Context: an optimization exercise on an open-source flow, tuned for small area, a short achievable clock period and few clock cycles per item. The choices shown serve that exercise and are no tape-out recipe.
Where RTL was checked, it was by simulation tests only, not by an equivalence proof against the original.
Function not checked in run 1: the RTL went through the layout flow alone.
No activity file was given, so power comes from the tool's default toggle rates.

<file path="flow/config.mk">
export PLATFORM = sky130hd
export DESIGN_NAME = CNC
export DESIGN_NICKNAME = CNC
export VERILOG_FILES = /design/flow/design.v
export SDC_FILE = /design/flow/constraint.sdc
export NUM_CORES = 4
export LEC_CHECK = 0
export CAP_MARGIN = 20
export CORE_MARGIN = 2
export CORE_UTILIZATION = 65
export SETUP_SLACK_MARGIN = 3.8
export SLEW_MARGIN = 20
export SYNTH_HIERARCHICAL = 1
export SYNTH_MINIMUM_KEEP_SIZE = 0
</file>
<file path="flow/standard.sh">
#!/bin/bash
# synth_recipe.tcl (not shown) runs the flow's synth.tcl, then flattens the netlist and writes it again
# the make line also repeats each setting of config.mk as NAME=value (left out here)
make -C /OpenROAD-flow-scripts/flow DESIGN_CONFIG=/design/flow/config.mk WORK_HOME=/design/flow/orfs CLKGATE_MAP_FILE= SYNTH_SCRIPT=/design/flow/synth_recipe.tcl "${@:-finish}"
</file>
<file path="flow/design.v">
module CNC(
    clk,
    rst_n,
    IN_VALID,
    MODE,
    IN,
    OUT_VALID,
    OUT
    );
input           clk, rst_n, IN_VALID;
input   [ 1:0]  MODE;
input   [ 7:0]  IN;
output          OUT_VALID;
output  [16:0]  OUT;
reg        OUT_VALID;
reg [16:0] OUT;
reg p1, p2, p3, p4, p5;
reg mul, sub;
reg [4:0]  BO, BT, BN;  
reg [8:0]  X;      
reg [8:0]  S;      
reg [15:0] P;      
wire busy = p1 | p2 | p3;
wire [8:0] V = p4 ? S : {IN[7], IN};
wire [10:0] Vx = {V[8], V, 1'b0};
wire [4:0] vo, vt, vn;
genvar k;
generate for (k = 0; k < 5; k = k + 1) begin : enc
    assign vo[k] = Vx[2*k+1] ^ Vx[2*k];
    assign vt[k] = (Vx[2*k+2] & ~Vx[2*k+1] & ~Vx[2*k]) | (~Vx[2*k+2] & Vx[2*k+1] & Vx[2*k]);
    assign vn[k] = Vx[2*k+2] & ~(Vx[2*k+1] & Vx[2*k]);
end endgenerate
wire       s_keep = p3 | (p2 & !mul);
wire       s_in   = !(p2 & !mul);
wire       s_neg  = p3 & sub;
wire [8:0] s_a    = s_keep ? S : 9'd0;
wire [8:0] s_b    = s_in ? ({IN[7], IN} ^ {9{s_neg}}) : 9'd0;
wire [8:0] s_next = s_a + s_b + s_neg;
reg         g;                                   
reg         a1en;                                
wire [16:0] A1 = a1en ? OUT : 17'd0;
    wire pp0_0 = ((BO[0] & X[0])) ^ BN[0];
    wire pp0_1 = ((BO[0] & X[1]) | (BT[0] & X[0])) ^ BN[0];
    wire pp0_2 = ((BO[0] & X[2]) | (BT[0] & X[1])) ^ BN[0];
    wire pp0_3 = ((BO[0] & X[3]) | (BT[0] & X[2])) ^ BN[0];
    wire pp0_4 = ((BO[0] & X[4]) | (BT[0] & X[3])) ^ BN[0];
    wire pp0_5 = ((BO[0] & X[5]) | (BT[0] & X[4])) ^ BN[0];
    wire pp0_6 = ((BO[0] & X[6]) | (BT[0] & X[5])) ^ BN[0];
    wire pp0_7 = ((BO[0] & X[7]) | (BT[0] & X[6])) ^ BN[0];
    wire pp0_8 = ((BO[0] & X[8]) | (BT[0] & X[7])) ^ BN[0];
    wire pp0_9 = ~(((BO[0] & X[8]) | (BT[0] & X[8])) ^ BN[0]);
    wire pp1_0 = ((BO[1] & X[0])) ^ BN[1];
    wire pp1_1 = ((BO[1] & X[1]) | (BT[1] & X[0])) ^ BN[1];
    wire pp1_2 = ((BO[1] & X[2]) | (BT[1] & X[1])) ^ BN[1];
    wire pp1_3 = ((BO[1] & X[3]) | (BT[1] & X[2])) ^ BN[1];
    wire pp1_4 = ((BO[1] & X[4]) | (BT[1] & X[3])) ^ BN[1];
    wire pp1_5 = ((BO[1] & X[5]) | (BT[1] & X[4])) ^ BN[1];
    wire pp1_6 = ((BO[1] & X[6]) | (BT[1] & X[5])) ^ BN[1];
    wire pp1_7 = ((BO[1] & X[7]) | (BT[1] & X[6])) ^ BN[1];
    wire pp1_8 = ((BO[1] & X[8]) | (BT[1] & X[7])) ^ BN[1];
    wire pp1_9 = ~(((BO[1] & X[8]) | (BT[1] & X[8])) ^ BN[1]);
    wire pp2_0 = ((BO[2] & X[0])) ^ BN[2];
    wire pp2_1 = ((BO[2] & X[1]) | (BT[2] & X[0])) ^ BN[2];
    wire pp2_2 = ((BO[2] & X[2]) | (BT[2] & X[1])) ^ BN[2];
    wire pp2_3 = ((BO[2] & X[3]) | (BT[2] & X[2])) ^ BN[2];
    wire pp2_4 = ((BO[2] & X[4]) | (BT[2] & X[3])) ^ BN[2];
    wire pp2_5 = ((BO[2] & X[5]) | (BT[2] & X[4])) ^ BN[2];
    wire pp2_6 = ((BO[2] & X[6]) | (BT[2] & X[5])) ^ BN[2];
    wire pp2_7 = ((BO[2] & X[7]) | (BT[2] & X[6])) ^ BN[2];
    wire pp2_8 = ((BO[2] & X[8]) | (BT[2] & X[7])) ^ BN[2];
    wire pp2_9 = ~(((BO[2] & X[8]) | (BT[2] & X[8])) ^ BN[2]);
    wire pp3_0 = ((BO[3] & X[0])) ^ BN[3];
    wire pp3_1 = ((BO[3] & X[1]) | (BT[3] & X[0])) ^ BN[3];
    wire pp3_2 = ((BO[3] & X[2]) | (BT[3] & X[1])) ^ BN[3];
    wire pp3_3 = ((BO[3] & X[3]) | (BT[3] & X[2])) ^ BN[3];
    wire pp3_4 = ((BO[3] & X[4]) | (BT[3] & X[3])) ^ BN[3];
    wire pp3_5 = ((BO[3] & X[5]) | (BT[3] & X[4])) ^ BN[3];
    wire pp3_6 = ((BO[3] & X[6]) | (BT[3] & X[5])) ^ BN[3];
    wire pp3_7 = ((BO[3] & X[7]) | (BT[3] & X[6])) ^ BN[3];
    wire pp3_8 = ((BO[3] & X[8]) | (BT[3] & X[7])) ^ BN[3];
    wire pp3_9 = ~(((BO[3] & X[8]) | (BT[3] & X[8])) ^ BN[3]);
    wire pp4_0 = ((BO[4] & X[0])) ^ BN[4];
    wire pp4_1 = ((BO[4] & X[1]) | (BT[4] & X[0])) ^ BN[4];
    wire pp4_2 = ((BO[4] & X[2]) | (BT[4] & X[1])) ^ BN[4];
    wire pp4_3 = ((BO[4] & X[3]) | (BT[4] & X[2])) ^ BN[4];
    wire pp4_4 = ((BO[4] & X[4]) | (BT[4] & X[3])) ^ BN[4];
    wire pp4_5 = ((BO[4] & X[5]) | (BT[4] & X[4])) ^ BN[4];
    wire pp4_6 = ((BO[4] & X[6]) | (BT[4] & X[5])) ^ BN[4];
    wire pp4_7 = ((BO[4] & X[7]) | (BT[4] & X[6])) ^ BN[4];
    wire pp4_8 = ((BO[4] & X[8]) | (BT[4] & X[7])) ^ BN[4];
    wire a2_1 = g & ~P[0];
    wire a2_2 = g & ~P[1];
    wire a2_3 = g & ~P[2];
    wire a2_4 = g & ~P[3];
    wire a2_5 = g & ~P[4];
    wire a2_6 = g & ~P[5];
    wire a2_7 = g & ~P[6];
    wire a2_8 = g & ~P[7];
    wire a2_9 = g & ~P[8];
    wire a2_10 = g & ~P[9];
    wire a2_11 = g & ~P[10];
    wire a2_12 = g & ~P[11];
    wire a2_13 = g & ~P[12];
    wire a2_14 = g & ~P[13];
    wire a2_15 = g & ~P[14];
    wire a2_16 = g & ~P[15];
    wire ts0, tc0;
    CNC_ha uts0 (.a(pp0_6), .b(pp1_4), .s(ts0), .co(tc0));
    wire ts1, tc1;
    CNC_ha uts1 (.a(pp0_7), .b(pp1_5), .s(ts1), .co(tc1));
    wire ts2, ts2x, tc2;
CNC_x2 uts2a (.a(pp0_8), .b(pp1_6), .s(ts2x));
CNC_x2 uts2b (.a(ts2x), .b(pp2_4), .s(ts2));
CNC_mj utc2 (.a(pp0_8), .b(pp1_6), .c(pp2_4), .co(tc2));
    wire ts3, tc3;
    CNC_ha uts3 (.a(pp3_2), .b(pp4_0), .s(ts3), .co(tc3));
    wire ts4 = ~(pp0_9 ^ pp1_7);
    wire tc4 = pp0_9 | pp1_7;
    wire ts5, ts5x, tc5;
CNC_x2 uts5a (.a(pp2_5), .b(pp3_3), .s(ts5x));
CNC_x2 uts5b (.a(ts5x), .b(pp4_1), .s(ts5));
CNC_mj utc5 (.a(pp2_5), .b(pp3_3), .c(pp4_1), .co(tc5));
    wire ts6 = ~(pp1_8 ^ pp2_6);
    wire tc6 = pp1_8 | pp2_6;
    wire ts7, tc7;
    CNC_ha uts7 (.a(pp3_4), .b(pp4_2), .s(ts7), .co(tc7));
    wire ts8, ts8x, tc8;
CNC_x2 uts8a (.a(pp1_9), .b(pp2_7), .s(ts8x));
CNC_x2 uts8b (.a(ts8x), .b(pp3_5), .s(ts8));
CNC_mj utc8 (.a(pp1_9), .b(pp2_7), .c(pp3_5), .co(tc8));
    wire ts9 = ~pp2_8;
    wire tc9 = pp2_8;
    wire ts10, tc10;
    CNC_ha uts10 (.a(pp0_2), .b(pp1_0), .s(ts10), .co(tc10));
    wire ts11, tc11;
    CNC_ha uts11 (.a(pp0_3), .b(pp1_1), .s(ts11), .co(tc11));
    wire ts12, tc12;
CNC_fa uts12 (.a(pp0_4), .b(pp1_2), .c(pp2_0), .s(ts12), .co(tc12));
    wire ts13, tc13;
    CNC_ha uts13 (.a(BN[2]), .b(A1[4]), .s(ts13), .co(tc13));
    wire ts14, tc14;
CNC_fa uts14 (.a(pp0_5), .b(pp1_3), .c(pp2_1), .s(ts14), .co(tc14));
    wire ts15, tc15;
    CNC_ha uts15 (.a(A1[5]), .b(a2_5), .s(ts15), .co(tc15));
    wire ts16, tc16;
CNC_fa uts16 (.a(pp2_2), .b(pp3_0), .c(BN[3]), .s(ts16), .co(tc16));
    wire ts17, ts17x, tc17;
CNC_x2 uts17a (.a(A1[6]), .b(a2_6), .s(ts17x));
CNC_x2 uts17b (.a(ts17x), .b(ts0), .s(ts17));
CNC_mj utc17 (.a(A1[6]), .b(a2_6), .c(ts0), .co(tc17));
    wire ts18, tc18;
CNC_fa uts18 (.a(pp2_3), .b(pp3_1), .c(A1[7]), .s(ts18), .co(tc18));
    wire ts19, ts19x, tc19;
CNC_x2 uts19a (.a(a2_7), .b(tc0), .s(ts19x));
CNC_x2 uts19b (.a(ts19x), .b(ts1), .s(ts19));
CNC_mj utc19 (.a(a2_7), .b(tc0), .c(ts1), .co(tc19));
    wire ts20, tc20;
CNC_fa uts20 (.a(BN[4]), .b(A1[8]), .c(a2_8), .s(ts20), .co(tc20));
    wire ts21, ts21x, tc21;
CNC_x2 uts21a (.a(tc1), .b(ts3), .s(ts21x));
CNC_x2 uts21b (.a(ts21x), .b(ts2), .s(ts21));
CNC_mj utc21 (.a(tc1), .b(ts3), .c(ts2), .co(tc21));
    wire ts22, tc22;
CNC_fa uts22 (.a(A1[9]), .b(a2_9), .c(tc3), .s(ts22), .co(tc22));
    wire ts23, ts23x, tc23;
CNC_x2 uts23a (.a(tc2), .b(ts4), .s(ts23x));
CNC_x2 uts23b (.a(ts23x), .b(ts5), .s(ts23));
CNC_mj utc23 (.a(tc2), .b(ts4), .c(ts5), .co(tc23));
    wire ts24, ts24x, tc24;
CNC_x2 uts24a (.a(A1[10]), .b(a2_10), .s(ts24x));
CNC_x2 uts24b (.a(ts24x), .b(ts7), .s(ts24));
CNC_mj utc24 (.a(A1[10]), .b(a2_10), .c(ts7), .co(tc24));
    wire ts25, ts25x, tc25;
CNC_x2 uts25a (.a(tc4), .b(tc5), .s(ts25x));
CNC_x2 uts25b (.a(ts25x), .b(ts6), .s(ts25));
CNC_mj utc25 (.a(tc4), .b(tc5), .c(ts6), .co(tc25));
    wire ts26, tc26;
CNC_fa uts26 (.a(pp4_3), .b(A1[11]), .c(a2_11), .s(ts26), .co(tc26));
    wire ts27, tc27;
CNC_fa uts27 (.a(tc7), .b(tc6), .c(ts8), .s(ts27), .co(tc27));
    wire ts28, tc28;
CNC_fa uts28 (.a(pp3_6), .b(pp4_4), .c(A1[12]), .s(ts28), .co(tc28));
    wire ts29, ts29x, tc29;
CNC_x2 uts29a (.a(a2_12), .b(ts9), .s(ts29x));
CNC_x2 uts29b (.a(ts29x), .b(tc8), .s(ts29));
CNC_mj utc29 (.a(a2_12), .b(ts9), .c(tc8), .co(tc29));
    wire ts30, tc30;
CNC_fa uts30 (.a(pp2_9), .b(pp3_7), .c(pp4_5), .s(ts30), .co(tc30));
    wire ts31, tc31;
CNC_fa uts31 (.a(A1[13]), .b(a2_13), .c(tc9), .s(ts31), .co(tc31));
    wire ts32 = ~(pp3_8 ^ pp4_6);
    wire tc32 = pp3_8 | pp4_6;
    wire ts33, tc33;
    CNC_ha uts33 (.a(A1[14]), .b(a2_14), .s(ts33), .co(tc33));
    wire ts34, tc34;
CNC_fa uts34 (.a(pp3_9), .b(pp4_7), .c(A1[15]), .s(ts34), .co(tc34));
    wire ts35 = ~pp4_8;
    wire tc35 = pp4_8;
    wire ts36, tc36;
    CNC_ha uts36 (.a(pp0_1), .b(A1[1]), .s(ts36), .co(tc36));
    wire ts37, tc37;
CNC_fa uts37 (.a(BN[1]), .b(A1[2]), .c(a2_2), .s(ts37), .co(tc37));
    wire ts38, tc38;
CNC_fa uts38 (.a(A1[3]), .b(a2_3), .c(tc10), .s(ts38), .co(tc38));
    wire ts39, tc39;
CNC_fa uts39 (.a(a2_4), .b(tc11), .c(ts13), .s(ts39), .co(tc39));
    wire ts40, tc40;
CNC_fa uts40 (.a(tc13), .b(ts15), .c(tc12), .s(ts40), .co(tc40));
    wire ts41, tc41;
CNC_fa uts41 (.a(tc15), .b(tc14), .c(ts16), .s(ts41), .co(tc41));
    wire ts42, ts42x, tc42;
CNC_x2 uts42a (.a(tc16), .b(ts18), .s(ts42x));
CNC_x2 uts42b (.a(ts42x), .b(tc17), .s(ts42));
CNC_mj utc42 (.a(tc16), .b(ts18), .c(tc17), .co(tc42));
    wire ts43, ts43x, tc43;
CNC_x2 uts43a (.a(tc18), .b(ts20), .s(ts43x));
CNC_x2 uts43b (.a(ts43x), .b(tc19), .s(ts43));
CNC_mj utc43 (.a(tc18), .b(ts20), .c(tc19), .co(tc43));
    wire ts44, ts44x, tc44;
CNC_x2 uts44a (.a(tc20), .b(ts22), .s(ts44x));
CNC_x2 uts44b (.a(ts44x), .b(tc21), .s(ts44));
CNC_mj utc44 (.a(tc20), .b(ts22), .c(tc21), .co(tc44));
    wire ts45, ts45x, tc45;
CNC_x2 uts45a (.a(tc22), .b(ts24), .s(ts45x));
CNC_x2 uts45b (.a(ts45x), .b(tc23), .s(ts45));
CNC_mj utc45 (.a(tc22), .b(ts24), .c(tc23), .co(tc45));
    wire ts46, ts46x, tc46;
CNC_x2 uts46a (.a(ts26), .b(tc24), .s(ts46x));
CNC_x2 uts46b (.a(ts46x), .b(tc25), .s(ts46));
CNC_mj utc46 (.a(ts26), .b(tc24), .c(tc25), .co(tc46));
    wire ts47, ts47x, tc47;
CNC_x2 uts47a (.a(tc26), .b(ts28), .s(ts47x));
CNC_x2 uts47b (.a(ts47x), .b(ts29), .s(ts47));
CNC_mj utc47 (.a(tc26), .b(ts28), .c(ts29), .co(tc47));
    wire ts48, ts48x, tc48;
CNC_x2 uts48a (.a(tc28), .b(ts30), .s(ts48x));
CNC_x2 uts48b (.a(ts48x), .b(ts31), .s(ts48));
CNC_mj utc48 (.a(tc28), .b(ts30), .c(ts31), .co(tc48));
    wire ts49, tc49;
CNC_fa uts49 (.a(ts33), .b(tc30), .c(ts32), .s(ts49), .co(tc49));
    wire ts50, tc50;
CNC_fa uts50 (.a(a2_15), .b(tc33), .c(tc32), .s(ts50), .co(tc50));
    wire ts51, tc51;
CNC_fa uts51 (.a(A1[16]), .b(a2_16), .c(ts35), .s(ts51), .co(tc51));
    wire ts52, tc52;
    CNC_ha uts52 (.a(pp0_0), .b(BN[0]), .s(ts52), .co(tc52));
    wire ts53, tc53;
CNC_fa uts53 (.a(a2_1), .b(g), .c(ts36), .s(ts53), .co(tc53));
    wire ts54, tc54;
CNC_fa uts54 (.a(tc36), .b(ts10), .c(ts37), .s(ts54), .co(tc54));
    wire ts55, tc55;
CNC_fa uts55 (.a(ts11), .b(tc37), .c(ts38), .s(ts55), .co(tc55));
    wire ts56, tc56;
CNC_fa uts56 (.a(ts12), .b(tc38), .c(ts39), .s(ts56), .co(tc56));
    wire ts57, tc57;
CNC_fa uts57 (.a(ts14), .b(tc39), .c(ts40), .s(ts57), .co(tc57));
    wire ts58, ts58x, tc58;
CNC_x2 uts58a (.a(ts17), .b(tc40), .s(ts58x));
CNC_x2 uts58b (.a(ts58x), .b(ts41), .s(ts58));
CNC_mj utc58 (.a(ts17), .b(tc40), .c(ts41), .co(tc58));
    wire ts59, ts59x, tc59;
CNC_x2 uts59a (.a(ts19), .b(tc41), .s(ts59x));
CNC_x2 uts59b (.a(ts59x), .b(ts42), .s(ts59));
CNC_mj utc59 (.a(ts19), .b(tc41), .c(ts42), .co(tc59));
    wire ts60, ts60x, tc60;
CNC_x2 uts60a (.a(ts21), .b(tc42), .s(ts60x));
CNC_x2 uts60b (.a(ts60x), .b(ts43), .s(ts60));
CNC_mj utc60 (.a(ts21), .b(tc42), .c(ts43), .co(tc60));
    wire ts61, ts61x, tc61;
CNC_x2 uts61a (.a(ts23), .b(tc43), .s(ts61x));
CNC_x2 uts61b (.a(ts61x), .b(ts44), .s(ts61));
CNC_mj utc61 (.a(ts23), .b(tc43), .c(ts44), .co(tc61));
    wire ts62, ts62x, tc62;
CNC_x2 uts62a (.a(ts25), .b(tc44), .s(ts62x));
CNC_x2 uts62b (.a(ts62x), .b(ts45), .s(ts62));
CNC_mj utc62 (.a(ts25), .b(tc44), .c(ts45), .co(tc62));
    wire ts63, ts63x, tc63;
CNC_x2 uts63a (.a(ts27), .b(tc45), .s(ts63x));
CNC_x2 uts63b (.a(ts63x), .b(ts46), .s(ts63));
CNC_mj utc63 (.a(ts27), .b(tc45), .c(ts46), .co(tc63));
    wire ts64, ts64x, tc64;
CNC_x2 uts64a (.a(tc27), .b(tc46), .s(ts64x));
CNC_x2 uts64b (.a(ts64x), .b(ts47), .s(ts64));
CNC_mj utc64 (.a(tc27), .b(tc46), .c(ts47), .co(tc64));
    wire ts65, ts65x, tc65;
CNC_x2 uts65a (.a(tc29), .b(ts48), .s(ts65x));
CNC_x2 uts65b (.a(ts65x), .b(tc47), .s(ts65));
CNC_mj utc65 (.a(tc29), .b(ts48), .c(tc47), .co(tc65));
    wire ts66, tc66;
CNC_fa uts66 (.a(tc31), .b(ts49), .c(tc48), .s(ts66), .co(tc66));
    wire ts67, tc67;
CNC_fa uts67 (.a(ts34), .b(ts50), .c(tc49), .s(ts67), .co(tc67));
    wire ts68, tc68;
CNC_fa uts68 (.a(tc34), .b(ts51), .c(tc50), .s(ts68), .co(tc68));
    wire [16:0] R0 = {ts68, ts67, ts66, tc64, tc63, tc62, tc61, tc60, tc59, tc58, tc57, tc56, tc55, tc54, tc53, tc52, A1[0]};
    wire [16:0] R1 = {tc67, tc66, tc65, ts65, ts64, ts63, ts62, ts61, ts60, ts59, ts58, ts57, ts56, ts55, ts54, ts53, ts52};
    wire [16:0] cp, cg, cc;
    CNC_x2 ucp0 (.a(R0[0]), .b(R1[0]), .s(cp[0]));
    CNC_an ucg0 (.a(R0[0]), .b(R1[0]), .y(cg[0]));
    CNC_x2 ucp1 (.a(R0[1]), .b(R1[1]), .s(cp[1]));
    CNC_an ucg1 (.a(R0[1]), .b(R1[1]), .y(cg[1]));
    CNC_x2 ucp2 (.a(R0[2]), .b(R1[2]), .s(cp[2]));
    CNC_an ucg2 (.a(R0[2]), .b(R1[2]), .y(cg[2]));
    CNC_x2 ucp3 (.a(R0[3]), .b(R1[3]), .s(cp[3]));
    CNC_an ucg3 (.a(R0[3]), .b(R1[3]), .y(cg[3]));
    CNC_x2 ucp4 (.a(R0[4]), .b(R1[4]), .s(cp[4]));
    CNC_an ucg4 (.a(R0[4]), .b(R1[4]), .y(cg[4]));
    CNC_x2 ucp5 (.a(R0[5]), .b(R1[5]), .s(cp[5]));
    CNC_an ucg5 (.a(R0[5]), .b(R1[5]), .y(cg[5]));
    CNC_x2 ucp6 (.a(R0[6]), .b(R1[6]), .s(cp[6]));
    CNC_an ucg6 (.a(R0[6]), .b(R1[6]), .y(cg[6]));
    CNC_x2 ucp7 (.a(R0[7]), .b(R1[7]), .s(cp[7]));
    CNC_an ucg7 (.a(R0[7]), .b(R1[7]), .y(cg[7]));
    CNC_x2 ucp8 (.a(R0[8]), .b(R1[8]), .s(cp[8]));
    CNC_an ucg8 (.a(R0[8]), .b(R1[8]), .y(cg[8]));
    CNC_x2 ucp9 (.a(R0[9]), .b(R1[9]), .s(cp[9]));
    CNC_an ucg9 (.a(R0[9]), .b(R1[9]), .y(cg[9]));
    CNC_x2 ucp10 (.a(R0[10]), .b(R1[10]), .s(cp[10]));
    CNC_an ucg10 (.a(R0[10]), .b(R1[10]), .y(cg[10]));
    CNC_x2 ucp11 (.a(R0[11]), .b(R1[11]), .s(cp[11]));
    CNC_an ucg11 (.a(R0[11]), .b(R1[11]), .y(cg[11]));
    CNC_x2 ucp12 (.a(R0[12]), .b(R1[12]), .s(cp[12]));
    CNC_an ucg12 (.a(R0[12]), .b(R1[12]), .y(cg[12]));
    CNC_x2 ucp13 (.a(R0[13]), .b(R1[13]), .s(cp[13]));
    CNC_an ucg13 (.a(R0[13]), .b(R1[13]), .y(cg[13]));
    CNC_x2 ucp14 (.a(R0[14]), .b(R1[14]), .s(cp[14]));
    CNC_an ucg14 (.a(R0[14]), .b(R1[14]), .y(cg[14]));
    CNC_x2 ucp15 (.a(R0[15]), .b(R1[15]), .s(cp[15]));
    CNC_an ucg15 (.a(R0[15]), .b(R1[15]), .y(cg[15]));
    CNC_x2 ucp16 (.a(R0[16]), .b(R1[16]), .s(cp[16]));
    CNC_an ucg16 (.a(R0[16]), .b(R1[16]), .y(cg[16]));
    wire gg1_0 = cg[1] | (cp[1] & cg[0]);
    wire pp1_0x = cp[1] & cp[0];
    wire gg3_2 = cg[3] | (cp[3] & cg[2]);
    wire pp3_2x = cp[3] & cp[2];
    wire gg5_4 = cg[5] | (cp[5] & cg[4]);
    wire pp5_4x = cp[5] & cp[4];
    wire gg7_6 = cg[7] | (cp[7] & cg[6]);
    wire pp7_6x = cp[7] & cp[6];
    wire gg9_8 = cg[9] | (cp[9] & cg[8]);
    wire pp9_8x = cp[9] & cp[8];
    wire gg11_10 = cg[11] | (cp[11] & cg[10]);
    wire pp11_10x = cp[11] & cp[10];
    wire gg13_12 = cg[13] | (cp[13] & cg[12]);
    wire pp13_12x = cp[13] & cp[12];
    wire gg15_14 = cg[15] | (cp[15] & cg[14]);
    wire pp15_14x = cp[15] & cp[14];
    wire gg2_0 = cg[2] | (cp[2] & gg1_0);
    wire pp2_0x = cp[2] & pp1_0x;
    wire gg3_0 = gg3_2 | (pp3_2x & gg1_0);
    wire pp3_0x = pp3_2x & pp1_0x;
    wire gg6_4 = cg[6] | (cp[6] & gg5_4);
    wire pp6_4x = cp[6] & pp5_4x;
    wire gg7_4 = gg7_6 | (pp7_6x & gg5_4);
    wire pp7_4x = pp7_6x & pp5_4x;
    wire gg10_8 = cg[10] | (cp[10] & gg9_8);
    wire pp10_8x = cp[10] & pp9_8x;
    wire gg11_8 = gg11_10 | (pp11_10x & gg9_8);
    wire pp11_8x = pp11_10x & pp9_8x;
    wire gg14_12 = cg[14] | (cp[14] & gg13_12);
    wire pp14_12x = cp[14] & pp13_12x;
    wire gg15_12 = gg15_14 | (pp15_14x & gg13_12);
    wire pp15_12x = pp15_14x & pp13_12x;
    wire gg4_0 = cg[4] | (cp[4] & gg3_0);
    wire pp4_0x = cp[4] & pp3_0x;
    wire gg5_0 = gg5_4 | (pp5_4x & gg3_0);
    wire pp5_0x = pp5_4x & pp3_0x;
    wire gg6_0 = gg6_4 | (pp6_4x & gg3_0);
    wire pp6_0x = pp6_4x & pp3_0x;
    wire gg7_0 = gg7_4 | (pp7_4x & gg3_0);
    wire pp7_0x = pp7_4x & pp3_0x;
    wire gg12_8 = cg[12] | (cp[12] & gg11_8);
    wire pp12_8x = cp[12] & pp11_8x;
    wire gg13_8 = gg13_12 | (pp13_12x & gg11_8);
    wire pp13_8x = pp13_12x & pp11_8x;
    wire gg14_8 = gg14_12 | (pp14_12x & gg11_8);
    wire pp14_8x = pp14_12x & pp11_8x;
    wire gg15_8 = gg15_12 | (pp15_12x & gg11_8);
    wire pp15_8x = pp15_12x & pp11_8x;
    wire gg8_0 = cg[8] | (cp[8] & gg7_0);
    wire pp8_0x = cp[8] & pp7_0x;
    wire gg9_0 = gg9_8 | (pp9_8x & gg7_0);
    wire pp9_0x = pp9_8x & pp7_0x;
    wire gg10_0 = gg10_8 | (pp10_8x & gg7_0);
    wire pp10_0x = pp10_8x & pp7_0x;
    wire gg11_0 = gg11_8 | (pp11_8x & gg7_0);
    wire pp11_0x = pp11_8x & pp7_0x;
    wire gg12_0 = gg12_8 | (pp12_8x & gg7_0);
    wire pp12_0x = pp12_8x & pp7_0x;
    wire gg13_0 = gg13_8 | (pp13_8x & gg7_0);
    wire pp13_0x = pp13_8x & pp7_0x;
    wire gg14_0 = gg14_8 | (pp14_8x & gg7_0);
    wire pp14_0x = pp14_8x & pp7_0x;
    wire gg15_0 = gg15_8 | (pp15_8x & gg7_0);
    wire pp15_0x = pp15_8x & pp7_0x;
    wire gg16_0 = cg[16] | (cp[16] & gg15_0);
    wire pp16_0x = cp[16] & pp15_0x;
    assign cc[0] = 1'b0;
    assign cc[1] = cg[0];
    assign cc[2] = gg1_0;
    assign cc[3] = gg2_0;
    assign cc[4] = gg3_0;
    assign cc[5] = gg4_0;
    assign cc[6] = gg5_0;
    assign cc[7] = gg6_0;
    assign cc[8] = gg7_0;
    assign cc[9] = gg8_0;
    assign cc[10] = gg9_0;
    assign cc[11] = gg10_0;
    assign cc[12] = gg11_0;
    assign cc[13] = gg12_0;
    assign cc[14] = gg13_0;
    assign cc[15] = gg14_0;
    assign cc[16] = gg15_0;
    wire [16:0] M;
    CNC_x2 ucs0 (.a(cp[0]), .b(cc[0]), .s(M[0]));
    CNC_x2 ucs1 (.a(cp[1]), .b(cc[1]), .s(M[1]));
    CNC_x2 ucs2 (.a(cp[2]), .b(cc[2]), .s(M[2]));
    CNC_x2 ucs3 (.a(cp[3]), .b(cc[3]), .s(M[3]));
    CNC_x2 ucs4 (.a(cp[4]), .b(cc[4]), .s(M[4]));
    CNC_x2 ucs5 (.a(cp[5]), .b(cc[5]), .s(M[5]));
    CNC_x2 ucs6 (.a(cp[6]), .b(cc[6]), .s(M[6]));
    CNC_x2 ucs7 (.a(cp[7]), .b(cc[7]), .s(M[7]));
    CNC_x2 ucs8 (.a(cp[8]), .b(cc[8]), .s(M[8]));
    CNC_x2 ucs9 (.a(cp[9]), .b(cc[9]), .s(M[9]));
    CNC_x2 ucs10 (.a(cp[10]), .b(cc[10]), .s(M[10]));
    CNC_x2 ucs11 (.a(cp[11]), .b(cc[11]), .s(M[11]));
    CNC_x2 ucs12 (.a(cp[12]), .b(cc[12]), .s(M[12]));
    CNC_x2 ucs13 (.a(cp[13]), .b(cc[13]), .s(M[13]));
    CNC_x2 ucs14 (.a(cp[14]), .b(cc[14]), .s(M[14]));
    CNC_x2 ucs15 (.a(cp[15]), .b(cc[15]), .s(M[15]));
    CNC_x2 ucs16 (.a(cp[16]), .b(cc[16]), .s(M[16]));
always @(posedge clk) begin
    OUT <= M;
    g    <= p4 & mul;
    a1en <= p3 | (p4 & mul) | ((p1 | p2) & !mul);
    P[15:9] <= OUT[15:9];
    P[8:0]  <= p3 ? X + OUT[8:0] : OUT[8:0];
    BO  <= vo;
    BT  <= vt;
    BN  <= vn;
    S   <= s_next;
    if (!rst_n)          X <= 9'h001;
    else if (p1)         X <= mul ? 9'h001 : 9'h000;
    else if (p2)         X <= mul ? OUT[8:0] : (sub ? 9'h1ff : 9'h001);
    else if (p3)         X <= mul ? -OUT[8:0] : 9'h000;
    else if (p4)         X <= mul ? P[8:0] : 9'h001;
    else                 X <= 9'h001;
end
always @(posedge clk) begin
    if (!(busy | p4 | p5)) begin
        mul <= MODE[1];
        sub <= MODE[0];
    end
end
always @(posedge clk) begin
    if (!rst_n) begin
        p1 <= 1'b0; p2 <= 1'b0; p3 <= 1'b0; p4 <= 1'b0; p5 <= 1'b0;
        OUT_VALID <= 1'b0;
    end else begin
        p1 <= IN_VALID & !busy;
        p2 <= p1;
        p3 <= p2;
        p4 <= p3;
        p5 <= p4;
        OUT_VALID <= p4 | p5;
    end
end
endmodule
module CNC_fa(a, b, c, s, co);
input a, b, c;
output s, co;
assign s = a ^ b ^ c;
assign co = (a & b) | (a & c) | (b & c);
endmodule
module CNC_x2(a, b, s);
input a, b;
output s;
assign s = a ^ b;
endmodule
module CNC_an(a, b, y);
input a, b;
output y;
assign y = a & b;
endmodule
module CNC_mj(a, b, c, co);
input a, b, c;
output co;
assign co = (a & b) | (a & c) | (b & c);
endmodule
module CNC_ha(a, b, s, co);
input a, b;
output s, co;
assign s = a ^ b;
assign co = a & b;
endmodule
</file>
<file path="flow/constraint.sdc">
create_clock -name core_clock -period 7.5 [get_ports {clk}]
set_input_delay 1.5000 -clock core_clock [delete_from_list [all_inputs] [get_ports {clk}]]
set_output_delay 1.5000 -clock core_clock [all_outputs]
set_load 0.01 [all_outputs]
</file>
<file path="flow/flow/run.sh">
#!/bin/bash
set -euo pipefail
export BUFFER_PORTS_ARGS="-buffer_cell sky130_fd_sc_hd__buf_2"
bash standard.sh > flow_make.log 2>&1
</file>
==> flow_metrics.env, run 1 <==
export IMPL_clk_path_buf_depth=2
export IMPL_viasPerCell=5.745
export IMPL_dieArea_sq_um=10610
export IMPL_arrival_ps=3960
export IMPL_cp_max_fo=6
export IMPL_overflow=0
export IMPL_slew_headroom_pct=55.42
export IMPL_grt_pass1_vias=4623
export IMPL_seq_area_frac_synth_pct=23.87
export IMPL_placeableCoreArea_sq_um=9639
export IMPL_vias=4889
export IMPL_crit_type="flip-flop to flip-flop"
export IMPL_hpwl_um=11010
export IMPL_netlist_area_leader_share_pct=22.93
export IMPL_cts_sinks=75
export IMPL_syn_inst=695
export IMPL_p_per_area_nw_per_um2=355.4
export IMPL_synthArstFlopShare_pct=0
export IMPL_final_net_count=791
export IMPL_min_path_type="flip-flop to flip-flop"
export IMPL_ys_warn_count=7
export IMPL_drv_slew=0
export IMPL_synthDistinctLibCells=61
export IMPL_drive_above_1_share_pct=23.40
export IMPL_numCtsBuffers=9
export IMPL_cp_cell_sequence="clkbuf_2 > a22oi_1 > xnor2_1 > ha_1 > maj3_2 > maj3_2 > xor2_2 > xor2_2 > xor2_2 > a21oi_1 > o22ai_2 > o21ai_1 > o311ai_2 > nand2_1 > nand2b_1 > xor2_1"
export IMPL_start_util_pct=66.12
export IMPL_clk_pin_slew_ps=90
export IMPL_hold_slack_ps=366.1
export IMPL_p_total_w=0.002540
export IMPL_grt_pass1_wl_um=22940
export IMPL_synth_top_area_cell="dfxtp_1"
export IMPL_crit_required_ps=7750
export IMPL_yosys_top_cells_count="xor2_1, dfxtp_1, xnor2_1"
export IMPL_synthTopCellsByArea="dfxtp_1, xor2_1, fa_1, xnor2_1, ha_1"
export IMPL_cts_tree="yes"
export IMPL_drt_iter0_drc=322
export IMPL_peakVddDrop_mv=0.2740
export IMPL_maxCapViolations=0
export IMPL_avgSynthCellArea_sq_um=9.171
export IMPL_hold_violations=0
export IMPL_cp_slowest_cell="dfxtp_4"
export IMPL_outcome="complete, no violations"
export IMPL_clk_latency_ps=390
export IMPL_crit_path_max_incr_delay_ps=380
export IMPL_period_share_pct=49.42
export IMPL_rows=36
export IMPL_skew_ps=19.23
export IMPL_finalSetupTns_ps=0
export IMPL_setup_violations=0
export IMPL_grt_antenna_before_repair=0
export IMPL_wl_per_cell_um=17.60
export IMPL_drc=0
export IMPL_synth_seq_cells=75
export IMPL_synth_edff_count=2
export IMPL_fin_crit_ps=3706
export IMPL_ys_flop_type="dfxtp_1"
export IMPL_synthMostInstantiatedCell="xor2_1"
export IMPL_firstDrtPassIters=5
export IMPL_critPathTopFamily="adder cells"
export IMPL_worstSetupEndpointType="flip-flop"
export IMPL_crit_top_cell="xor2_2"
export IMPL_syn_num_nets=773
export IMPL_num_antenna_cells=0
export IMPL_tightest_slew_ps=667.8
export IMPL_fillers=740
export IMPL_ios=31
export IMPL_postLayoutCoreUtil_pct=74.13
export IMPL_placedCellCount=821
export IMPL_cts_max_level=3
export IMPL_worstPathBufferInverterCount=1
export IMPL_grt_use_total_pct=28.54
export IMPL_critPathLaunchType="flip-flop"
export IMPL_io_buffers=30
export IMPL_drt_total_wl_um=14980
export IMPL_clock_fmax_ghz=0.2698
export IMPL_grt_start_max_net_pins=27
export IMPL_root_buffer="clkbuf_8"
export IMPL_instances_no_fill=851
export IMPL_die_width_um=103.0
export IMPL_ant_nets=0
export IMPL_rsz0062_at_grt="true"
export IMPL_syn_to_final_growth_pct=12.11
export IMPL_die_h_um=103.0
export IMPL_p_leak_nw=3.138
export IMPL_gp_congestion=0.9564
export IMPL_netlist_area_sq_um=6374
[worst register-to-register path, delay by kind of cell (launching register included)]
kind                     cells  cell delay (ps)
adder cells (fa/ha/maj)      3             1060
XOR/XNOR                     5              910
AO/OA/AOI/OAI                5              840
flip-flops                   1              380
AND/OR/NAND/NOR              2              210
buffers and inverters        1              150
[through the flow]
stage,setup WS [ps],area (sq um)
finish,3794,7146
floorplan,3811,6392
detailed placement,3481,6549
global route,3651,7146
CTS,3814,6835
global placement,3553,6549
[modules after synthesis (local to each module, per instance)]
module | copies in the design | cells inside | area, sq um
CNC | 1 | 531 | 4558
CNC_an | 16 | 1 | 6.256
CNC_fa | 28 | 1 | 20.02
CNC_ha | 11 | 1 | 12.51
CNC_mj | 25 | 1 | 11.26
CNC_x2 | 84 | 1 | 8.758
[final cells by class]
| type | count | area (sq um) | share of cell area (%) |
|---|---|---|---|
| sequential | 75 | 1598 | 22.36 |
| tap | 133 | 166.4 | 2.329 |
| multi-input combinational | 552 | 4807 | 67.27 |
| inverter | 30 | 112.6 | 1.576 |
| clock inverter | 5 | 60.06 | 0.8405 |
| clock buffer | 11 | 141.4 | 1.979 |
| timing repair buffer | 45 | 260.3 | 3.642 |
[final timing paths]
check / slack (ps) / from / cells past startpoint / to
max reg2reg: 3790 / BT[0]$_DFF_P_ / 16 / OUT[15]$_DFF_P_
min reg2reg: 370 / OUT[9]$_DFF_P_ / 0 / P[9]$_DFF_P_
min: 370 / OUT[9]$_DFF_P_ / 0 / P[9]$_DFF_P_
max: 3790 / BT[0]$_DFF_P_ / 16 / OUT[15]$_DFF_P_
[layer usage]
layer	track usage (%)	vias to the layer above	wire [um]
met3	6.983	27	804
met1	38.06	2356	6808
met4	7.996	0	257
met5	0	-	0
li1	-	2356	-
met2	46.30	150	7106
[registers in the layout, summed over array words and instances (netlist names), 4 cells and up]
name / flops
S: 9
BN: 5
P: 16
X: 9
BT: 4
OUT: 17
BO: 5
[where the power goes]
part	switching, W	internal [W]
clock network	0.000169	0.000165
registers	0.000178	0.000532
logic	0.000815	0.000681
[cell families (layout without fill, tap and decap cells)]
| family | Yosys count | count (layout) | synth area share, % |
|---|---|---|---|
| other | 1 | 1 | 0.05884 |
| XOR/XNOR | 159 | 159 | 21.85 |
| AO/OA/AOI/OAI | 123 | 123 | 13.19 |
| buffers and inverters | 68 | 91 | 4.221 |
| adder cells (fa/ha/maj) | 90 | 90 | 20.83 |
| AND/OR/NAND/NOR | 166 | 166 | 13.82 |
| flip-flops | 75 | 75 | 23.87 |
| multiplexers | 13 | 13 | 2.159 |
[placed cells by master (no fill, tap or decap), types with 6 or more instances in the layout]
| cell | netlist | final |
|---|---|---|
| clkbuf_8 | 0 | 10 |
| nand2b_1 | 7 | 7 |
| nand3_1 | 6 | 6 |
| dfxtp_1 | 73 | 48 |
| nor3_1 | 6 | 6 |
| xor2_2 | 0 | 10 |
| nor2_1 | 30 | 30 |
| a21o_1 | 15 | 15 |
| dfxtp_2 | 0 | 7 |
| inv_1 | 30 | 30 |
| mux2i_1 | 7 | 7 |
| mux2_2 | 6 | 6 |
| a21oi_1 | 20 | 17 |
| nand2_1 | 35 | 35 |
| fa_1 | 31 | 27 |
| maj3_2 | 25 | 25 |
| xnor2_1 | 53 | 49 |
| a22oi_1 | 39 | 28 |
| and2_1 | 37 | 37 |
| ha_1 | 34 | 33 |
| dfxtp_4 | 0 | 18 |
| xor2_1 | 106 | 95 |
| buf_2 | 2 | 30 |
| nor2b_1 | 28 | 27 |
| a22oi_2 | 1 | 12 |
| buf_4 | 1 | 14 |
| o21ai_0 | 24 | 20 |
[repair_timing]
item	in CTS	in global routing
hold buffers	0	0
resized for setup	37	49
buffers inserted	2	12
pin swaps	6	26
setup endpoints to repair	5	9
==> run 2, diff against run 1 <==
--- a/flow/design.v
+++ b/flow/design.v
@@ -23,4 +23,5 @@
 wire busy = p1 | p2 | p3;
 wire [8:0] V = p4 ? S : {IN[7], IN};
+wire       vneg = p3 & mul;
 wire [10:0] Vx = {V[8], V, 1'b0};
 wire [4:0] vo, vt, vn;
@@ -29,5 +30,5 @@
     assign vo[k] = Vx[2*k+1] ^ Vx[2*k];
     assign vt[k] = (Vx[2*k+2] & ~Vx[2*k+1] & ~Vx[2*k]) | (~Vx[2*k+2] & Vx[2*k+1] & Vx[2*k]);
-    assign vn[k] = Vx[2*k+2] & ~(Vx[2*k+1] & Vx[2*k]);
+    assign vn[k] = (Vx[2*k+2] & ~(Vx[2*k+1] & Vx[2*k])) ^ (vneg & (vo[k] | vt[k]));
 end endgenerate
 wire       s_keep = p3 | (p2 & !mul);
@@ -444,5 +445,5 @@
     else if (p1)         X <= mul ? 9'h001 : 9'h000;
     else if (p2)         X <= mul ? OUT[8:0] : (sub ? 9'h1ff : 9'h001);
-    else if (p3)         X <= mul ? -OUT[8:0] : 9'h000;
+    else if (p3)         X <= mul ? OUT[8:0] : 9'h000;
     else if (p4)         X <= mul ? P[8:0] : 9'h001;
     else                 X <= 9'h001;
--- a/flow/config.mk
+++ b/flow/config.mk
@@ -9,5 +9,5 @@
 export CORE_MARGIN = 2
 export CORE_UTILIZATION = 65
-export SETUP_SLACK_MARGIN = 3.8
+export SETUP_SLACK_MARGIN = 3.6
 export SLEW_MARGIN = 20
 export SYNTH_HIERARCHICAL = 1
==> flow_metrics.env, run 2 <==
export IMPL_outcome="complete, no violations"
export IMPL_clk_pin_slew_ps=90
export IMPL_clk_latency_ps=370
export IMPL_netlist_area_leader_share_pct=23.35
export IMPL_fillers=741
export IMPL_placeableCoreArea_sq_um=9284
export IMPL_period_share_pct=49.64
export IMPL_startpoint="BT[1]$_DFF_P_"
export IMPL_grt_pass1_wl_um=22940
export IMPL_rows=35
export IMPL_die_h_um=102.1
export IMPL_hpwl_um=10580
export IMPL_cp_max_fo=9
export IMPL_io_buffers=30
export IMPL_ys_flop_type="dfxtp_1"
export IMPL_final_area_sq_um=6713
export IMPL_p_per_area_nw_per_um2=362.3
export IMPL_power_share_clock_pct=13.8
export IMPL_tightest_slew_ps=902.2
export IMPL_largest_reg_flops=17
export IMPL_hold_path_endpoint="P[9]$_DFF_P_"
export IMPL_final_net_count=756
export IMPL_die_width_um=102.1
export IMPL_seq_area_frac_synth_pct=24.31
export IMPL_seqPwrFrac_pct=27.7
export IMPL_layout_commonest_cell="xor2_1"
export IMPL_netlist_area_sq_um=6259
export IMPL_finalSetupTns_ps=0
export IMPL_reg2reg_depth=12
export IMPL_root_buffer="clkbuf_8"
export IMPL_setup_violations=0
export IMPL_yosys_top_cells_count="xor2_1, dfxtp_1, xnor2_1"
export IMPL_placed_cell_area_sq_um=6442
export IMPL_fin_crit_ps=3723
export IMPL_final_cell_mix="xor2_1, xnor2_1, dfxtp_1, nand2_1, and2_1"
export IMPL_syn_to_final_growth_pct=7.257
export IMPL_reg2reg_to="OUT[11]$_DFF_P_"
export IMPL_cts_setup_buffers=0
export IMPL_whs_path_depth=0
export IMPL_grt_pass1_vias=4865
export IMPL_top_register="OUT"
export IMPL_grt_antenna_before_repair=0
export IMPL_synthTopCellsByArea="dfxtp_1, xor2_1, fa_1, xnor2_1, ha_1"
export IMPL_worstSetupEndpointType="flip-flop"
export IMPL_maxCapViolations=0
export IMPL_vias=4749
export IMPL_r2r_slack_ps=3780
export IMPL_skew_ps=13.62
export IMPL_reg_top3="OUT (17), P (16)"
export IMPL_ant_nets=0
export IMPL_synth_top_area_cell="dfxtp_1"
export IMPL_drc=0
export IMPL_viasPerCell=5.841
export IMPL_cts_tree="yes"
export IMPL_grt_start_max_net_pins=21
export IMPL_grt_use_total_pct=28.88
export IMPL_multi_input_area_sq_um=4546
export IMPL_power_switching_w=0.001115
export IMPL_worstReg2RegStart="BT[1]$_DFF_P_"
export IMPL_cell_internal_pwr_w=0.001317
export IMPL_p_sw_share_pct=45.85
export IMPL_clk_path_buf_depth=2
export IMPL_num_antenna_cells=0
export IMPL_cts_sinks=75
export IMPL_crit_type="flip-flop to flip-flop"
export IMPL_synthArstFlopShare_pct=0
export IMPL_crit_required_ps=7750
export IMPL_drt_total_wl_um=14130
export IMPL_critPathLaunchType="flip-flop"
export IMPL_clock_fmax_ghz=0.2686
export IMPL_power_share_combinational_pct=58.4
export IMPL_gp_congestion=0.8804
export IMPL_syn_num_nets=746
export IMPL_arrival_ps=3970
export IMPL_hp_start="OUT[9]$_DFF_P_"
export IMPL_synthDistinctLibCells=54
export IMPL_syn_inst=669
export IMPL_drt_iter0_drc=279
export IMPL_synth_edff_count=2
export IMPL_drv_slew=0
export IMPL_numCtsBuffers=9
export IMPL_drive_above_1_share_pct=16.67
export IMPL_peakVddDrop_mv=0.1762
export IMPL_avgSynthCellArea_sq_um=9.355
export IMPL_slew_headroom_pct=39.77
export IMPL_firstDrtPassIters=5
export IMPL_min_path_type="flip-flop to flip-flop"
export IMPL_synth_seq_cells=75
export IMPL_rsz0062_at_grt="true"
export IMPL_p_leak_nw=2.919
export IMPL_overflow=0
export IMPL_wl_per_cell_um=17.37
export IMPL_hold_violations=0
export IMPL_start_util_pct=67.41
export IMPL_synthMostInstantiatedCell="xor2_1"
export IMPL_dieArea_sq_um=10430
export IMPL_seq_area_sq_um=1556
export IMPL_cts_max_level=3
export IMPL_ys_warn_count=7
export IMPL_ios=31
[run 2: per-layer routing]
| metal | wire length [um] | GRT usage [%] |
|---|---|---|
| met5 | 0 | 0 |
| met4 | 339 | 11.90 |
| met3 | 717 | 6.019 |
| met2 | 6918 | 49.34 |
| met1 | 6149 | 35.59 |
[run 2: logic make-up (layout without fill, tap and decap cells)]
kind of cell / after synthesis / count (layout) / share of synthesized area [%]
simple gates: 162 / 162 / 13.25
xor+xnor: 157 / 157 / 21.97
compound gates: 115 / 115 / 13.11
fa+ha+maj: 89 / 89 / 21.01
flops: 75 / 75 / 24.31
buf+inv: 55 / 70 / 3.539
mux: 15 / 15 / 2.739
other cells: 1 / 1 / 0.05992
[run 2: timing repair]
action,4_1_cts,5_1_grt
endpoints found under the setup margin,1,8
gates resized for setup,3,26
hold buffers,0,0
[run 2: area by class of cell]
class                      count  share of cell area, %
sequential                    75                  23.19
tap                          129                  2.404
multi-input combinational    539                  67.72
clock inverter                 7                  1.212
clock buffer                   9                  1.845
inverter                      23                  1.286
timing repair buffer          31                  2.349
[run 2: power by group through the flow]
stage,Clock (W),Sequential (W),Combinational (W)
finish,0.000336,0.000674,0.00142
global route,0.000357,0.000688,0.00159
CTS,0.000341,0.000670,0.00139
detailed placement,0,0.000679,0.00138
global placement,0,0.000676,0.00134
floorplan,0,0.000626,0.00112
[run 2: metrics by stage]
stage                     util, %  total power (W)  setup WS, ps  hold WS, ps  instances
after CTS                   71.64         0.002399          3617        369.9        813
after global routing        72.30         0.002629          3544        374.7        813
after floorplan                 -         0.001743          3949        389.1        669
after detailed placement    69.39         0.002056          3595        363.0        797
after global placement      69.39         0.002014          3650        347.4        797
final                       72.30         0.002432          3777        365.1        813
[run 2: worst max path at each step]
stage | slack (ps) | end
after floorplan | 3950 | OUT[11]$_DFF_P_
after global placement | 3650 | OUT[15]$_DFF_P_
after detailed placement | 3590 | OUT[15]$_DFF_P_
after CTS | 3620 | OUT[15]$_DFF_P_
after global routing | 3540 | OUT[15]$_DFF_P_
final | 3780 | OUT[11]$_DFF_P_
[run 2: worst max-delay path, cell delays in order, from the launching register on]
cell	delay, ps
dfxtp_1	540
a22oi_1	180
xnor2_1	170
fa_1	430
fa_1	510
fa_1	460
xor2_2	230
a21o_1	190
nand3_1	90
o211ai_2	160
a31o_1	290
a21o_1	190
xor2_1	160
[run 2: modules after synthesis (local to each module, per instance)]
module / cell area, sq um / cells / flip-flops and latches
CNC: 4443 / 505 / 75
CNC_fa: 20.02 / 1 / 0
CNC_ha: 12.51 / 1 / 0
CNC_mj: 11.26 / 1 / 0
CNC_x2: 8.758 / 1 / 0
CNC_an: 6.256 / 1 / 0
Testbench counts of run 2, summed over its fixed seeds: cycles 7,208, items 1,200.
==> run 3, diff against run 2 <==
--- a/flow/config.mk
+++ b/flow/config.mk
@@ -9,5 +9,5 @@
 export CORE_MARGIN = 2
 export CORE_UTILIZATION = 65
-export SETUP_SLACK_MARGIN = 3.6
+export SETUP_SLACK_MARGIN = 4.0
 export SLEW_MARGIN = 20
 export SYNTH_HIERARCHICAL = 1
==> flow_metrics.env, run 3 <==
export IMPL_synthTopCellsByArea="dfxtp_1, xor2_1, fa_1, xnor2_1, ha_1"
export IMPL_p_total_w=0.002824
export IMPL_seqPwrFrac_pct=24.1
export IMPL_finalSetupTns_ps=0
export IMPL_placeableCoreArea_sq_um=9284
export IMPL_top_register="OUT"
export IMPL_power_share_combinational_pct=64.3
export IMPL_reg_top3="OUT (17), P (16)"
export IMPL_hold_violations=0
export IMPL_hpwl_um=10580
export IMPL_synth_seq_cells=75
export IMPL_cts_hold_buf=0
export IMPL_rows=35
export IMPL_cp_max_fo=10
export IMPL_p_leak_nw=3.033
export IMPL_ant_nets=0
export IMPL_syn_inst=669
export IMPL_clk_pin_slew_ps=80
export IMPL_synthArstFlopShare_pct=0
export IMPL_tightest_slew_ps=868.3
export IMPL_viasPerCell=5.768
export IMPL_skew_ps=6.927
export IMPL_vias=4782
export IMPL_peakVddDrop_mv=0.2049
export IMPL_avgSynthCellArea_sq_um=9.355
export IMPL_p_sw_share_pct=46.80
export IMPL_final_cell_mix="xor2_1, xnor2_1, dfxtp_1, nand2_1, and2_1"
export IMPL_crit_path_max_incr_delay_ps=500
export IMPL_netlist_area_leader_share_pct=23.35
export IMPL_seq_area_frac_synth_pct=24.31
export IMPL_ys_flop_type="dfxtp_1"
export IMPL_postLayoutCoreUtil_pct=76.94
export IMPL_drc=0
export IMPL_crit_type="flip-flop to flip-flop"
export IMPL_synth_top_area_cell="dfxtp_1"
export IMPL_setup_violations=0
export IMPL_die_h_um=102.1
export IMPL_synth_edff_count=2
export IMPL_cp_cell_sequence="a22oi_2 > xnor2_1 > fa_2 > fa_1 > fa_1 > xor2_2 > a21o_1 > nand3_1 > o211ai_4 > a31o_1 > a21o_1 > xor2_1"
export IMPL_period_share_pct=46.86
export IMPL_die_width_um=102.1
export IMPL_root_buffer="clkbuf_8"
export IMPL_clk_latency_ps=370
export IMPL_cp_slowest_cell="fa_1"
export IMPL_numCtsBuffers=9
export IMPL_syn_num_nets=746
export IMPL_cell_internal_pwr_w=0.001503
export IMPL_rsz0062_at_grt="true"
export IMPL_maxCapViolations=0
export IMPL_largest_reg_flops=17
export IMPL_min_path_type="flip-flop to flip-flop"
export IMPL_ios=31
export IMPL_power_share_clock_pct=11.6
export IMPL_critPathLaunchType="flip-flop"
export IMPL_fillers=693
export IMPL_overflow=0
export IMPL_clock_fmax_ghz=0.2846
export IMPL_synthMostInstantiatedCell="xor2_1"
export IMPL_drt_iter0_drc=203
export IMPL_clk_path_buf_depth=2
export IMPL_outcome="complete, no violations"
export IMPL_syn_to_final_growth_pct=14.13
export IMPL_grt_pass1_vias=4803
export IMPL_cts_tree="yes"
export IMPL_ys_warn_count=7
export IMPL_worstSetupEndpointType="flip-flop"
export IMPL_drv_slew=0
export IMPL_cts_max_level=3
export IMPL_start_util_pct=67.41
export IMPL_grt_antenna_before_repair=0
export IMPL_gp_congestion=0.9142
export IMPL_critPathTopFamily="adder cells"
export IMPL_grt_pass1_wl_um=23490
export IMPL_cts_sinks=75
export IMPL_p_per_area_nw_per_um2=395.4
export IMPL_drt_total_wl_um=14720
export IMPL_final_net_count=772
export IMPL_layout_commonest_cell="xor2_1"
export IMPL_multi_input_area_sq_um=4811
export IMPL_arrival_ps=3770
export IMPL_io_buffers=30
export IMPL_drive_above_1_share_pct=24.57
export IMPL_fin_crit_ps=3514
export IMPL_wl_per_cell_um=17.76
export IMPL_seq_area_sq_um=1605
export IMPL_power_switching_w=0.001322
export IMPL_netlist_area_sq_um=6259
export IMPL_crit_required_ps=7750
export IMPL_firstDrtPassIters=6
export IMPL_worstPathBufferInverterCount=0
export IMPL_grt_use_total_pct=29.29
export IMPL_synthDistinctLibCells=54
export IMPL_yosys_top_cells_count="xor2_1, dfxtp_1, xnor2_1"
export IMPL_grt_start_max_net_pins=21
export IMPL_num_antenna_cells=0
export IMPL_dieArea_sq_um=10430
export IMPL_slew_headroom_pct=41.90
==> run 3: cell counts after synthesis <==
No cell type changed its count.
==> run 3: kinds of logic (layout without fill, tap and decap cells) <==
kind of cell	count (synthesis)	count (layout)	share of synthesized area [%]
AO/OA/AOI/OAI	115	115	13.11
XOR/XNOR	157	157	21.97
adder cells (fa/ha/maj)	89	89	21.01
buffers and inverters	55	86	3.539
flip-flops	75	75	24.31
multiplexers	15	15	2.739
other	1	1	0.05992
AND/OR/NAND/NOR	162	162	13.25
==> run 3: routing by layer <==
layer,global-route usage [%],up-vias,share of wire (%)
met2,50.76,152,50
met1,36.64,2312,43
li1,-,2294,-
met5,0,-,0
met4,9.538,0,1.7
met3,5.882,24,6.1
==> run 3: cell type report <==
cell class | count | area share [%]
well taps | 129 | 2.260
clock buffers | 10 | 1.787
flip-flops and latches | 75 | 22.47
clock inverters | 6 | 1.033
multi-input cells | 539 | 67.35
inverters | 23 | 1.209
repair buffers | 47 | 3.889
==> run 3: repair_timing <==
item	in CTS	in global routing
endpoints found under the hold margin	0	0
pin swaps	8	34
buffers inserted	1	15
setup endpoints to repair	9	9
resized for setup	48	53
==> run 3: power groups by stage <==
stage          Combinational, W  Sequential, W  Clock [W]
5_1_grt                 0.00198       0.000694   0.000347
3_5_place_dp            0.00139       0.000682          0
4_1_cts                 0.00145       0.000676   0.000329
6_report                0.00182       0.000681   0.000326
2_1_floorplan           0.00112       0.000626          0
3_3_place_gp            0.00135       0.000679          0
==> run 3: worst paths after layout <==
check	from	end	slack (ps)	depth (start not counted)
hold / removal	OUT[13]$_DFF_P_	P[13]$_DFF_P_	380	0
hold reg to reg	OUT[13]$_DFF_P_	P[13]$_DFF_P_	380	0
setup reg to reg	X[3]$_SDFF_PP0_	OUT[11]$_DFF_P_	3990	12
setup / recovery	X[3]$_SDFF_PP0_	OUT[11]$_DFF_P_	3990	12
==> run 3: metrics by stage <==
stage                     std cells  hold WS [ps]  area, sq um  setup WS, ps
after floorplan                 669         389.1         6262          4008
after global placement          797         357.5         6442          3731
after detailed placement        797         367.1         6442          3652
after CTS                       814         380.7         6773          4005
after global routing            829         387.8         7143          3793
final                           829         375.7         7143          3986
==> run 3: per-module statistics from Yosys, one instance, submodules excluded <==
module  cell area (sq um)  times used
CNC_ha              12.51          11
CNC                  4443           1
CNC_an              6.256          16
CNC_fa              20.02          28
CNC_mj              11.26          25
CNC_x2              8.758          84
==> run 4, diff against run 3 <==
--- a/flow/config.mk
+++ b/flow/config.mk
@@ -9,5 +9,5 @@
 export CORE_MARGIN = 2
 export CORE_UTILIZATION = 65
-export SETUP_SLACK_MARGIN = 4.0
+export SETUP_SLACK_MARGIN = 3.9
 export SLEW_MARGIN = 20
 export SYNTH_HIERARCHICAL = 1
==> flow_metrics.env, run 4 <==
export IMPL_num_antenna_cells=0
export IMPL_crit_required_ps=7750
export IMPL_worstPathBufferInverterCount=1
export IMPL_netlist_area_leader_share_pct=23.35
export IMPL_hp_start="OUT[9]$_DFF_P_"
export IMPL_cp_max_fo=6
export IMPL_worstReg2RegStart="X[3]$_SDFF_PP0_"
export IMPL_fin_crit_ps=3623
export IMPL_final_area_sq_um=7134
export IMPL_grt_busiest_layer="met2"
export IMPL_layout_commonest_cell="xor2_1"
export IMPL_reg2reg_depth=15
export IMPL_syn_inst=669
export IMPL_gp_congestion=0.8804
export IMPL_maxCapViolations=0
export IMPL_syn_to_final_growth_pct=13.99
export IMPL_cts_max_level=3
export IMPL_outcome="complete, no violations"
export IMPL_grt_pass1_wl_um=23050
export IMPL_arrival_ps=3870
export IMPL_grtUsageMet3_pct=6.772
export IMPL_grt_util_met1_pct=35.88
export IMPL_tightest_slew_ps=920.1
export IMPL_critPathLaunchType="flip-flop"
export IMPL_rows=35
export IMPL_reg_top3="OUT (17), P (16)"
export IMPL_slew_headroom_pct=38.58
export IMPL_drt_iter0_drc=270
export IMPL_clock_fmax_ghz=0.2760
export IMPL_drive_above_1_share_pct=24.82
export IMPL_cts_hold_buf=0
export IMPL_cp_num_cells=15
export IMPL_ys_warn_count=7
export IMPL_clk_latency_ps=370
export IMPL_placeableCoreArea_sq_um=9284
export IMPL_die_width_um=102.1
export IMPL_ys_flop_type="dfxtp_1"
export IMPL_cts_tree="yes"
export IMPL_cp_cell_sequence="buf_2 > a22oi_2 > xnor2_1 > ha_1 > maj3_2 > xor2_1 > xor2_1 > maj3_2 > and2_1 > a21oi_2 > nor2b_1 > nor2_1 > o21ai_1 > a311o_1 > xor2_1"
export IMPL_die_h_um=102.1
export IMPL_synthArstFlopShare_pct=0
export IMPL_synth_edff_count=2
export IMPL_dieArea_sq_um=10430
export IMPL_hpwl_um=10580
export IMPL_critPathTopFamily="adder cells"
export IMPL_numCtsBuffers=9
export IMPL_ant_nets=0
export IMPL_rsz0062_at_grt="true"
export IMPL_whs_path_depth=0
export IMPL_wl_per_cell_um=18.44
export IMPL_viasPerCell=5.925
export IMPL_synthDistinctLibCells=54
export IMPL_instances_no_fill=838
export IMPL_drc=0
export IMPL_period_share_pct=48.30
export IMPL_final_cell_mix="xor2_1, xnor2_1, dfxtp_1, nand2_1, and2_1"
export IMPL_yosys_top_cells_count="xor2_1, dfxtp_1, xnor2_1"
export IMPL_synth_seq_cells=75
export IMPL_grt_antenna_before_repair=0
export IMPL_seq_area_frac_synth_pct=24.31
export IMPL_avgSynthCellArea_sq_um=9.355
export IMPL_firstDrtPassIters=5
export IMPL_worstSetupEndpointType="flip-flop"
export IMPL_use_met2_pct=50.20
export IMPL_drt_total_wl_um=15450
export IMPL_overflow=0
export IMPL_grt_use_total_pct=29.12
export IMPL_root_buffer="clkbuf_8"
export IMPL_clk_pin_slew_ps=90
export IMPL_min_path_type="flip-flop to flip-flop"
export IMPL_top_register="OUT"
export IMPL_vias=4965
export IMPL_placedCellCount=797
export IMPL_grt_start_max_net_pins=21
export IMPL_hold_violations=0
export IMPL_synthMostInstantiatedCell="xor2_1"
export IMPL_io_buffers=30
export IMPL_crit_type="flip-flop to flip-flop"
export IMPL_synthTopCellsByArea="dfxtp_1, xor2_1, fa_1, xnor2_1, ha_1"
export IMPL_crit_top_cell="xor2_1"
export IMPL_skew_ps=14.50
export IMPL_peakVddDrop_mv=0.2135
export IMPL_synth_top_area_cell="dfxtp_1"
export IMPL_fillers=667
export IMPL_p_total_w=0.002765
export IMPL_finalSetupTns_ps=0
export IMPL_startpoint="X[3]$_SDFF_PP0_"
export IMPL_drv_slew=0
export IMPL_crit_path_max_incr_delay_ps=430
export IMPL_final_net_count=781
export IMPL_ios=31
export IMPL_grt_pass1_vias=4875
export IMPL_p_leak_nw=3.093
export IMPL_syn_num_nets=746
export IMPL_clk_path_buf_depth=2
export IMPL_cts_sinks=75
export IMPL_netlist_area_sq_um=6259
export IMPL_largest_reg_flops=17
export IMPL_start_util_pct=67.41
export IMPL_placed_cell_area_sq_um=6442
export IMPL_cp_slowest_cell="dfxtp_4"
export IMPL_postLayoutCoreUtil_pct=76.85
export IMPL_setup_violations=0
export IMPL_p_per_area_nw_per_um2=387.6
==> run 4: cell counts after synthesis <==
Identical to the previous run, type by type.
==> run 4: final cells by class <==
| class | instances | area [sq um] | area share (%) |
|---|---|---|---|
| timing repair buffer | 56 | 347.8 | 4.875 |
| inverter | 23 | 86.33 | 1.210 |
| clock buffer | 9 | 123.9 | 1.736 |
| tap | 129 | 161.4 | 2.262 |
| clock inverter | 7 | 81.33 | 1.140 |
| multi-input combinational | 539 | 4736 | 66.38 |
| sequential | 75 | 1598 | 22.40 |
==> run 4: timing repair <==
| action | CTS | global route |
|---|---|---|
| gates resized for setup | 31 | 60 |
| setup endpoints to repair | 9 | 8 |
| buffers inserted | 1 | 24 |
| pin swaps | 3 | 38 |
==> run 4: path summary, 6_finish.rpt <==
check / slack, ps / endpoint
worst max register to register: 3880 / OUT[16]$_DFF_P_
worst min register to register: 370 / P[9]$_DFF_P_
worst min-delay path: 370 / P[9]$_DFF_P_
worst max-delay path: 3880 / OUT[16]$_DFF_P_
==> run 4: modules after synthesis, one instance, submodules excluded <==
module  cells  copies in the design
CNC       505                     1
CNC_x2      1                    84
CNC_ha      1                    11
CNC_mj      1                    25
CNC_fa      1                    28
CNC_an      1                    16
==> run 4: stage by stage <==
stage	hold slack [ps]	worst slack, ps
floorplan	389.1	3949
global route	374.8	3642
detailed placement	363.0	3595
global placement	347.4	3650
finish	367.1	3877
CTS	369.9	3907
==> run 4: power breakdown <==
| part | switching [W] | internal, W |
|---|---|---|
| clock network | 0.000179 | 0.000160 |
| registers | 0.000138 | 0.000537 |
| logic | 0.000971 | 0.000780 |
| total | 0.00129 | 0.00148 |
==> run 4: kinds of logic after synthesis <==
logic type | count (synthesis) | synth area share [%]
and+or+nand+nor | 162 | 13.25
DFF | 75 | 24.31
buffers and inverters | 55 | 3.539
AOI/OAI and AO/OA | 115 | 13.11
muxes | 15 | 2.739
other | 1 | 0.05992
adders and majority gates | 89 | 21.01
xor gates and xnor gates | 157 | 21.97
==> run 4: layer usage <==
layer  routed length (um)  vias up
met2                 7572      169
met5                    0        -
met1                 6504     2438
met3                  946       40
met4                  428        0
li1                     -     2318

-- port drivers added, routing unchanged --
The results above use ideal ports. As a check the final layouts listed here were re-extracted and re-timed, cells and wires unchanged.
Step 1, drivers: a clkbuf_16 drives clk and a buf_2 each remaining input, both assumed.
Step 2 also shifts input and output timing later by t, the mid clock arrival at the registers, as if the neighbouring blocks saw the same clock.
a / b / c = ideal / step 1 / step 2; a / b = the first two.
run	t, ns	setup WS [ns]	slew at the worst register clock pin (ns)	cell pins on the clock port's net
run 1	0.414	3.794 / 3.794 / 3.783	0.09 / 0.09	1
run 2	0.399	3.777 / 3.777 / 3.777	0.09 / 0.09	1
run 3	0.400	3.986 / 3.986 / 3.899	0.09 / 0.09	1
run 4	0.399	3.877 / 3.877 / 3.863	0.09 / 0.09	1
After both steps every run listed still meets setup and hold. For run 3, which loses most, drivers alone change the setup slack by 0.000 ns; drivers and shift together by -0.087 ns.
